Background: an optimization exercise with open tools, aiming at small area, a short achievable clock period and few clock cycles per item. Do not read the settings as production practice.
Only simulation tests tie the RTL to the original design; equivalence was not proved.

== JK ==
==> flow/design.v (excerpt) <==
module configurable_dnn_accelerator (
    input clk,
    input rst_n,
    input start,
    input load_params,
    input [7:0] param_data,
    input [3:0] param_addr,       
    input param_valid,
    input [7:0] input_data_0,
    input [7:0] input_data_1,
    input [7:0] input_data_2,
    input [7:0] input_data_3,
    output [15:0] output_data_0,
    output [15:0] output_data_1,
    output reg done,
    output reg valid,
    output reg params_loaded
);
    reg [7:0] p [0:27];
    reg       loading;
    reg [4:0] load_cnt;
    reg       bcarry;                  
    wire      shift = loading & param_valid;
    reg [7:0] kb;
    always @(*) begin
        case (load_cnt)
            5'd18: kb = 8'h04;
            5'd19: kb = 8'hfa;
            5'd20: kb = 8'h04;
            5'd21: kb = 8'hfa;
            5'd22: kb = 8'h04;
            5'd23: kb = 8'hfa;
            5'd24: kb = 8'h83;
            5'd25: kb = 8'h7b;
            5'd26: kb = 8'h83;
            5'd27: kb = 8'h7b;
            default: kb = 8'h00;
        endcase
    end
  ...
For scale: roughly 3,200 cells after synthesis, about 260 flip-flops, roughly 39,000 um^2 of cells after synthesis.
==> flow/config.mk <==
export PLATFORM = sky130hd
export DESIGN_NAME = configurable_dnn_accelerator
export DESIGN_NICKNAME = configurable_dnn_accelerator
export VERILOG_FILES = /design/flow/design.v
export SDC_FILE = /design/flow/constraint.sdc
export NUM_CORES = 4
export LEC_CHECK = 0
export ABC_CLOCK_PERIOD_IN_PS = 6000
export CAP_MARGIN = 20
export CORE_MARGIN = 2
export CORE_UTILIZATION = 60
export PLACE_DENSITY = 0.75
export SETUP_SLACK_MARGIN = 1.5
export SLEW_MARGIN = 20
export SYNTH_HIERARCHICAL = 1
==> flow/constraint.sdc <==
create_clock -name core_clock -period 9.0 [get_ports {clk}]
set_input_delay 1.8000 -clock core_clock [delete_from_list [all_inputs] [get_ports {clk}]]
set_output_delay 1.8000 -clock core_clock [all_outputs]
set_load 0.01 [all_outputs]
standard.sh (not shown) runs the stock make flow with config.mk's settings and CLKGATE_MAP_FILE= SYNTH_SCRIPT=/design/flow/synth_recipe.tcl, a recipe that flattens the netlist after the stock synthesis.
==> flow/flow/run.sh <==
#!/bin/bash
# Layout: the standard flow (standard.sh, unchanged synthesis, floorplan,
# power grid, placement, CTS and routing), with one change: the port buffers
# that global placement inserts are sky130_fd_sc_hd__buf_4 cells.  Left to
# itself buffer_ports picks clkdlybuf4s50_1, a delay cell, and the timing
# repair (footprint-matched on sky130hd) cannot swap it for a faster buffer.
# Every input and output port still gets its buffer.
set -euo pipefail
export BUFFER_PORTS_ARGS="-buffer_cell sky130_fd_sc_hd__buf_4"
bash standard.sh > standard.log 2>&1
Testbench counts of JK, summed over its fixed seeds: cycles 1,016, inferences 512.
Modified inputs, MS compared to JK
# JK
export LEC_CHECK = 0
export ABC_CLOCK_PERIOD_IN_PS = 6000
export CAP_MARGIN = 20
export CORE_MARGIN = 2
export CORE_UTILIZATION = 60
export PLACE_DENSITY = 0.75
export SETUP_SLACK_MARGIN = 1.5
export SLEW_MARGIN = 20
export SYNTH_HIERARCHICAL = 1
create_clock -name core_clock -period 9.0 [get_ports {clk}]
# MS
export LEC_CHECK = 0
export ABC_CLOCK_PERIOD_IN_PS = 6000
export CAP_MARGIN = 20
export CORE_MARGIN = 2
export CORE_UTILIZATION = 40
export CTS_CLUSTER_DIAMETER = 50
export CTS_CLUSTER_SIZE = 20
export SETUP_SLACK_MARGIN = 1.0
export SLEW_MARGIN = 20
export SYNTH_HIERARCHICAL = 1
create_clock -name core_clock -period 9.0 [get_ports {clk}]
Findings:
- MS finished every stage and its layout cleared the timing, DRC and antenna checks.
- Looking at die area, MS sits above JK.
- Proportion of cell area occupied by registers in MS vs JK: down 0.21 points
- Area: MS vs JK -> MS larger
- On final-layout non-clock buffer area share, MS tracks JK almost exactly.

== run A ==
configurable_dnn_accelerator again, from the RTL that the note above started with.
==> flow/config.mk <==
export PLATFORM = sky130hd
export DESIGN_NAME = configurable_dnn_accelerator
export DESIGN_NICKNAME = configurable_dnn_accelerator
export VERILOG_FILES = /design/flow/design.v
export SDC_FILE = /design/flow/constraint.sdc
export NUM_CORES = 4
export LEC_CHECK = 0
export ABC_CLOCK_PERIOD_IN_PS = 6000
export CAP_MARGIN = 20
export CORE_MARGIN = 2
export CORE_UTILIZATION = 40
export SETUP_SLACK_MARGIN = 1.5
export SLEW_MARGIN = 20
export SYNTH_HIERARCHICAL = 1
==> flow/constraint.sdc <==
create_clock -name core_clock -period 9.0 [get_ports {clk}]
set_input_delay 1.8000 -clock core_clock [delete_from_list [all_inputs] [get_ports {clk}]]
set_output_delay 1.8000 -clock core_clock [all_outputs]
set_load 0.01 [all_outputs]
Scripts as last shown in full above: flow/flow/run.sh
Run A: all stages complete, timing, DRC and antenna checks passed
Testbench counts of run A, summed over its fixed seeds: cycles 1,016, inferences 512.
Changes in run B relative to run A:
# run A
export LEC_CHECK = 0
export ABC_CLOCK_PERIOD_IN_PS = 6000
export CAP_MARGIN = 20
export CORE_MARGIN = 2
export CORE_UTILIZATION = 40
export SETUP_SLACK_MARGIN = 1.5
export SLEW_MARGIN = 20
export SYNTH_HIERARCHICAL = 1
create_clock -name core_clock -period 9.0 [get_ports {clk}]
# run B
export LEC_CHECK = 0
export ABC_CLOCK_PERIOD_IN_PS = 5000
export CAP_MARGIN = 20
export CORE_MARGIN = 2
export CORE_UTILIZATION = 40
export SETUP_SLACK_MARGIN = 2.0
export SLEW_MARGIN = 20
export SYNTH_HIERARCHICAL = 1
create_clock -name core_clock -period 9.0 [get_ports {clk}]
==> flow/run.sh (new file) <==
#!/bin/bash
# synth_recipe.tcl (not shown) runs the flow's synth.tcl, then flattens the netlist and writes it again
# the make line also repeats each setting of config.mk as NAME=value (left out here)
make -C /OpenROAD-flow-scripts/flow DESIGN_CONFIG=/design/flow/config.mk WORK_HOME=/design/flow/orfs CLKGATE_MAP_FILE= SYNTH_SCRIPT=/design/flow/synth_recipe.tcl finish
removed: flow/flow/run.sh
removed: flow/standard.sh
Relative to run A, the total length of routed wires measured on run B has increased by a little under 10%.
Run A → run B: post-placement worst setup slack shows a reduction of 0.70 ns; proportion of cell area occupied by multi-input gates shows a reduction of 3.2 points; delay of the slowest critical-path stage shows an increase of 0.03 ns; register-to-register slack shows a reduction of 0.13 ns.
In the metrics for run A and run B, the one carrying the higher final hold slack is run A.
Run B vs run A: worst setup slack down
Taking run A as the reference, in run B placed instance count picked up an extra about 1.6%; global routing usage on met1 shows a reduction of 0.29 points.
Run B vs run A: met3 track utilization from global routing up in run B
### run B -> run C
# run B
export LEC_CHECK = 0
export ABC_CLOCK_PERIOD_IN_PS = 5000
export CAP_MARGIN = 20
export CORE_MARGIN = 2
export CORE_UTILIZATION = 40
export SETUP_SLACK_MARGIN = 2.0
export SLEW_MARGIN = 20
export SYNTH_HIERARCHICAL = 1
create_clock -name core_clock -period 9.0 [get_ports {clk}]
# run C
export LEC_CHECK = 0
export ABC_CLOCK_PERIOD_IN_PS = 6000
export CAP_MARGIN = 20
export CORE_MARGIN = 2
export CORE_UTILIZATION = 40
export CTS_CLUSTER_DIAMETER = 80
export CTS_CLUSTER_SIZE = 30
export SETUP_SLACK_MARGIN = 1.0
export SLEW_MARGIN = 20
export SYNTH_HIERARCHICAL = 1
create_clock -name core_clock -period 9.0 [get_ports {clk}]
==> flow/flow/run.sh (new file) <==
#!/bin/bash
# Layout: the standard flow (standard.sh, unchanged synthesis, floorplan,
# power grid, placement, CTS and routing), with one change: the port buffers
# that global placement inserts are sky130_fd_sc_hd__buf_4 cells.  Left to
# itself buffer_ports picks clkdlybuf4s50_1, a delay cell, and the timing
# repair (footprint-matched on sky130hd) cannot swap it for a faster buffer.
# Every input and output port still gets its buffer.
set -euo pipefail
export BUFFER_PORTS_ARGS="-buffer_cell sky130_fd_sc_hd__buf_4"
bash standard.sh > standard.log 2>&1
==> flow/standard.sh (new file) <==
#!/bin/bash
# synth_recipe.tcl (not shown) runs the flow's synth.tcl, then flattens the netlist and writes it again
# the make line also repeats each setting of config.mk as NAME=value (left out here)
make -C /OpenROAD-flow-scripts/flow DESIGN_CONFIG=/design/flow/config.mk WORK_HOME=/design/flow/orfs CLKGATE_MAP_FILE= SYNTH_SCRIPT=/design/flow/synth_recipe.tcl "${@:-finish}"
removed: flow/run.sh
--- outcome ---
Run comparison: run B master of the slowest instance on the critical path sky130_fd_sc_hd__fa_1; run C master of the slowest instance on the critical path sky130_fd_sc_hd__edfxtp_1
Compared with run B, run C shows a lower total met3 wirelength after detailed routing.
Delta (run C minus run B): worst slew margin relative to its limit increased 10 points, area added between synthesis and finish went down.
Of the two candidates, run B has the worse timing-limited maximum frequency and run C the better one.
Row proportion of layout cells with a drive suffix above 1: run C lower / run B higher
Taking run B as the reference, in run C global-route usage over all layers shows a reduction of 1.5 points, area of all placed cells without fillers shows a reduction of about 7.5%.
Setup changes, run C to run D
# run C
export LEC_CHECK = 0
export ABC_CLOCK_PERIOD_IN_PS = 6000
export CAP_MARGIN = 20
export CORE_MARGIN = 2
export CORE_UTILIZATION = 40
export CTS_CLUSTER_DIAMETER = 80
export CTS_CLUSTER_SIZE = 30
export SETUP_SLACK_MARGIN = 1.0
export SLEW_MARGIN = 20
export SYNTH_HIERARCHICAL = 1
create_clock -name core_clock -period 9.0 [get_ports {clk}]
# run D
export LEC_CHECK = 0
export CAP_MARGIN = 20
export CORE_MARGIN = 2
export CORE_UTILIZATION = 40
export SLEW_MARGIN = 20
export SYNTH_HIERARCHICAL = 1
create_clock -name core_clock -period 9.0 [get_ports {clk}]
==> flow/run.sh (new file) <==
#!/bin/bash
# synth_recipe.tcl (not shown) runs the flow's synth.tcl, then flattens the netlist and writes it again
# the make line also repeats each setting of config.mk as NAME=value (left out here)
make -C /OpenROAD-flow-scripts/flow DESIGN_CONFIG=/design/flow/config.mk WORK_HOME=/design/flow/orfs CLKGATE_MAP_FILE= SYNTH_SCRIPT=/design/flow/synth_recipe.tcl finish
removed: flow/flow/run.sh
removed: flow/standard.sh
==> comparison <==
| buffering stage count on the worst path with inverters included | lower: run D |. Run D ends up with a number of nets in the layout that is 33 higher than in run C. Run D vs. run C: total of clock buffers placed in the layout now sits higher, design area now sits higher. From run C to run D the numbers moved as follows: number of standard cells after synthesis ~0 delta, relative area change from synthesis to final layout +1.0 points, xor/xnor share of the synthesized area ~0 delta. Global-route met2 utilization: lower on run C. Going from run C to run D, fraction of the cycle the final worst path needs grows by 8.7 points.
Changes in run E relative to run D:
# run D
export LEC_CHECK = 0
export CAP_MARGIN = 20
export CORE_MARGIN = 2
export CORE_UTILIZATION = 40
export SLEW_MARGIN = 20
export SYNTH_HIERARCHICAL = 1
create_clock -name core_clock -period 9.0 [get_ports {clk}]
# run E
export LEC_CHECK = 0
export ABC_CLOCK_PERIOD_IN_PS = 6000
export CAP_MARGIN = 20
export CORE_MARGIN = 2
export CORE_UTILIZATION = 40
export SETUP_SLACK_MARGIN = 0.5
export SLEW_MARGIN = 20
export SYNTH_HIERARCHICAL = 1
create_clock -name core_clock -period 9.0 [get_ports {clk}]
==> flow/flow/run.sh (new file) <==
#!/bin/bash
# Layout: the standard flow (standard.sh, unchanged synthesis, floorplan,
# power grid, placement, CTS and routing), with one change: the port buffers
# that global placement inserts are sky130_fd_sc_hd__buf_4 cells.  Left to
# itself buffer_ports picks clkdlybuf4s50_1, a delay cell, and the timing
# repair (footprint-matched on sky130hd) cannot swap it for a faster buffer.
# Every input and output port still gets its buffer.
set -euo pipefail
export BUFFER_PORTS_ARGS="-buffer_cell sky130_fd_sc_hd__buf_4"
bash standard.sh > standard.log 2>&1
==> flow/standard.sh (new file) <==
#!/bin/bash
# synth_recipe.tcl (not shown) runs the flow's synth.tcl, then flattens the netlist and writes it again
# the make line also repeats each setting of config.mk as NAME=value (left out here)
make -C /OpenROAD-flow-scripts/flow DESIGN_CONFIG=/design/flow/config.mk WORK_HOME=/design/flow/orfs CLKGATE_MAP_FILE= SYNTH_SCRIPT=/design/flow/synth_recipe.tcl "${@:-finish}"
removed: flow/run.sh
--- outcome ---
- Looking at final design area excluding fillers across run E and run D, the one that comes out higher is run D.
- Looking at clock-cell share of area across run E and run D, the one that comes out lower is run E.
- Setup slack of the critical path after layout delta for run E relative to run D: 0.38 ns higher
- There was hardly any difference in final-layout worst hold slack between run D and run E.
- Against run D, run E reports a cell count that is lower.

afterwards: timing with drivers on the ports:
How much do the figures lean on ideal ports? The routed layouts below were timed once more, with nothing changed but the port constraints. Step 1 sets driving cells, clkbuf_16 on the clock port and buf_2 on the other inputs (assumed; they add their load-dependent delay and slew). Step 2, shift: input delay + t, output delay - t, t = (earliest + latest rising clock arrival at the registers) / 2. This alone moves slack from input paths to output paths. a / b / c = no drivers / after step 1 / after step 2; a / b = the first two.
run | shift t [ns] | setup slack, ns | slew at the worst register clock pin (ns) | worst data-port slew with drivers (ns)
JK | 0.685 | 1.036 / 0.973 / 1.087 | 0.07 / 0.07 | 0.07
MS | 0.704 | 1.032 / 0.967 / 1.015 | 0.08 / 0.08 | 0.08
run A | 0.671 | 1.078 / 1.012 / 1.135 | 0.07 / 0.07 | 0.09
run B | 0.694 | 0.955 / 0.889 / 1.355 | 0.08 / 0.08 | 0.07
run C | 0.633 | 1.063 / 0.995 / 1.076 | 0.11 / 0.11 | 0.09
run D | 0.671 | 0.284 / 0.222 / 0.431 | 0.08 / 0.08 | 0.05
run E | 0.681 | 0.666 / 0.602 / 1.006 | 0.08 / 0.08 | 0.08
After both steps every run listed still meets setup and hold. The setup slack of MS, which loses most, moves by -0.065 ns with the drivers and by -0.017 ns with both steps.
